Background: an optimization exercise with open tools, aiming at small area and a short achievable clock period. Do not read the settings as production practice. Where RTL was checked, it was by simulation tests only, not by an equivalence proof against the original. Power and IR drop assume default switching activity.

==> run a: inputs <==
## lane_hough
module lane_hough(clk, reset, in_xy_valid, in_new_pixel, in_x_nms, in_y_nms, in_end_one_row,
                  out_rho_vote, out_phi_vote, out_vote_valid);
input clk, reset;
input [7:0] in_new_pixel;
input [8:0] in_x_nms;
input [7:0] in_y_nms;
input in_xy_valid;
input in_end_one_row;
output [5:0] out_rho_vote;
output [6:0] out_phi_vote;
output out_vote_valid;
integer i;
reg [8:0] xd [1:11];
reg [7:0] yd [1:13];
reg [12:1] vd;
reg [11:1] ed;
always @(posedge clk) begin
    xd[1] <= in_x_nms;
    for (i = 2; i <= 11; i = i + 1) xd[i] <= xd[i-1];
    yd[1] <= in_y_nms;
    for (i = 2; i <= 13; i = i + 1) yd[i] <= yd[i-1];
    vd <= {vd[11:1], in_xy_valid};
    ed <= {ed[10:1], in_end_one_row};
end
reg [7:0] c1 [0:131];
always @(posedge clk) begin
    c1[0] <= in_new_pixel;
    for (i = 1; i <= 131; i = i + 1) c1[i] <= c1[i-1];
end
reg [7:0] pl_a5, pl_a6, pl_g5;
always @(posedge clk) begin
    pl_a5 <= ((c1[131] >> 4) + (c1[129] >> 4)) + ((c1[3] >> 4) + (c1[1] >> 4));
    pl_a6 <= ((c1[130] >> 3) + (c1[67] >> 3)) + ((c1[65] >> 3) + (c1[2] >> 3));
    pl_g5 <= (c1[66] >> 2);
end
wire [7:0] gf = pl_a5 + pl_g5 + pl_a6;
reg [7:0] c2 [1:131];
always @(posedge clk) begin
    c2[1] <= gf;
    for (i = 2; i <= 131; i = i + 1) c2[i] <= c2[i-1];
end
wire [7:0] g5 = c2[67], g6 = c2[66];
reg [9:0] vr0, vr1, vr2, sbot, stop;
always @(posedge clk) begin
    vr0 <= {2'b0, c2[129]} + {2'b0, c2[1]} + {1'b0, c2[65], 1'b0};
    vr1 <= vr0;
    vr2 <= vr1;
    sbot <= {2'b0, c2[3]} + {2'b0, c2[1]} + {1'b0, c2[2], 1'b0};
    stop <= {2'b0, c2[131]} + {2'b0, c2[129]} + {1'b0, c2[130], 1'b0};
end
reg [9:0] gx, gy;
always @(posedge clk) begin
    gx <= vr0 - vr2;
    gy <= sbot - stop;
end
wire sx = gx[9], sy = gy[9];
wire [7:0] d56 = g5 - g6;
reg [11:1] le_d, ge_d;
always @(posedge clk) begin
    le_d <= {le_d[10:1], (d56 == 8'd0) | d56[7]};
    ge_d <= {ge_d[10:1], ~d56[7]};
end
wire rf_flag_rise_all = le_d[8] & le_d[9] & le_d[10] & le_d[11];
wire rf_flag_fall_all = ge_d[8] & ge_d[9] & ge_d[10] & ge_d[11];
reg [9:0] cd_y1, cd_x1, cd_y2, cd_x2, cd_y3, cd_x3, cd_y4, cd_x4;
reg roi_1;
always @(posedge clk) begin
    cd_x1 <= (gx ^ {10{sx}}) + (gy ^ {10{sy}}) + {9'd0, sx} + {9'd0, sy};
    cd_y1 <= (gy ^ {10{sy}}) + (gx ^ {10{~sx}}) + {9'd0, sy} + {9'd0, ~sx};
    roi_1 <= ~(sx ^ sy);
  ...
==> flow/config.mk <==
export PLATFORM = sky130hd
export DESIGN_NAME = lane_hough
export DESIGN_NICKNAME = lane_hough
export VERILOG_FILES = /design/flow/design.v
export SDC_FILE = /design/flow/constraint.sdc
export NUM_CORES = 4
export LEC_CHECK = 0
export CAP_MARGIN = 20
export CORE_MARGIN = 2
export CORE_UTILIZATION = 60
export CTS_CLUSTER_DIAMETER = 70
export CTS_CLUSTER_SIZE = 30
export PLACE_DENSITY = 0.7
export SETUP_SLACK_MARGIN = 4.4
export SLEW_MARGIN = 20
==> flow/constraint.sdc <==
create_clock -name core_clock -period 7.0 [get_ports {clk}]
set_input_delay 1.4000 -clock core_clock [delete_from_list [all_inputs] [get_ports {clk}]]
set_output_delay 1.4000 -clock core_clock [all_outputs]
set_load 0.01 [all_outputs]
run.sh (not shown) runs the stock make flow with config.mk's settings and CLKGATE_MAP_FILE= SYNTH_SCRIPT=/design/flow/synth_recipe.tcl, a recipe that flattens the netlist after the stock synthesis.
==> run b: changes against run a <==
--- a/flow/design.v
+++ b/flow/design.v
@@ -187,22 +187,24 @@
 wire lifo_re;
 wire lifo_we = lp_valid2;
 wire full_int = (cnt == 5'd16);
 wire empty_int = (cnt == 5'd0);
 wire we_real = lifo_we & ~lifo_re & ~full_int;
-wire we_mem = lifo_we & ~full_int;
 wire re_real = ~lifo_we & lifo_re & ~empty_int;
 always @(posedge clk) begin
     if (reset) cnt <= 5'd0;
     else if (we_real) cnt <= cnt + 5'd1;
     else if (re_real) cnt <= cnt - 5'd1;
 end
+wire rw_rst = lifo_we & lifo_re & reset;
+wire we_mem = lifo_we & (~full_int | (lifo_re & reset));
+wire [3:0] wa = rw_rst ? cnt[3:0] - 4'd1 : cnt[3:0];
 always @(posedge clk) begin
     if (we_mem) begin
-        fifo_x[cnt[3:0]] <= lp_x_mid_m2;
-        fifo_phi[cnt[3:0]] <= lp_phi_mid_m5;
-        fifo_y[cnt[3:0]] <= yd[13];
+        fifo_x[wa] <= lp_x_mid_m2;
+        fifo_phi[wa] <= lp_phi_mid_m5;
+        fifo_y[wa] <= yd[13];
     end
 end
 reg [15:0] lifo_rp_oh;
 always @(posedge clk) begin
     lifo_empty <= empty_int;
- CTS_CLUSTER_DIAMETER: 70 -> 80
- CTS_CLUSTER_SIZE: 30 -> 28
- SETUP_SLACK_MARGIN: 4.4 -> 4.3
==> results.txt <==
quantity                                                                           run a                    run b
Run status                                                       complete, no violations  complete, no violations
Unique masters post-synth                                                             81                       78
Type of the worst setup path                                                  reg -> out               reg -> reg
Number of setup buffers added after CTS                                               15                       60
Internal power component                                                        26.76 mW                 26.17 mW
Worst R2R Path Depth                                                                  11                        7
Detailed router's first-iteration violation count                                   2997                     3094
Setup slack on the worst flop-to-flop path                                       4360 ps                  4370 ps
Destination of the worst register-to-register timing path               cd_x1[9]$_DFF_P_   fifo_x[9][3]$_DFFE_PP_
Routed wire length                                                              128.1 mm                 132.3 mm
Synthesized-area fraction occupied by ao, oa, aoi and oai cells                  0.07460                  0.07650
Syn Area/Cell                                                                  14.98 um2                14.99 um2
Final critical-path setup slack                                                  4357 ps                  4373 ps
Hold Startpoint                                                        c2[92][0]$_DFF_P_       c2[109][5]$_DFF_P_
Cell Area, Placed                                                              83890 um2                83990 um2
Half-perimeter wire length of the detailed placement result                     75.33 mm                 76.38 mm
Total nets after synthesis                                                          5879                     5881
Total met3 wirelength after detailed routing                                    8.193 mm                 8.451 mm
The RTL of run a was laid out without a check of its function.

==> port drivers added, routing unchanged <==
In the flow no input, the clock included, has a driving cell. The finished layouts below were timed again as built, in two steps.
Step 1, drivers: a clkbuf_16 drives clk and a buf_2 each remaining input, both assumed.
Step 2 also shifts input and output timing later by t, the mid clock arrival at the registers, as if the neighbouring blocks saw the same clock.
Slacks: ideal ports / drivers / drivers and shift; pairs: ideal ports / drivers.
run | t (ns) | setup slack, ns | worst register clock-pin slew, ns | worst data-port slew with drivers (ns)
run a | 0.857 | 4.357 / 4.284 / 3.785 | 0.11 / 0.11 | 0.08
run b | 0.849 | 4.373 / 4.296 / 3.614 | 0.11 / 0.11 | 0.11
After both steps setup and hold are still met in every run listed. For run b, which loses most, drivers alone change the setup slack by -0.077 ns; drivers and shift together by -0.759 ns.
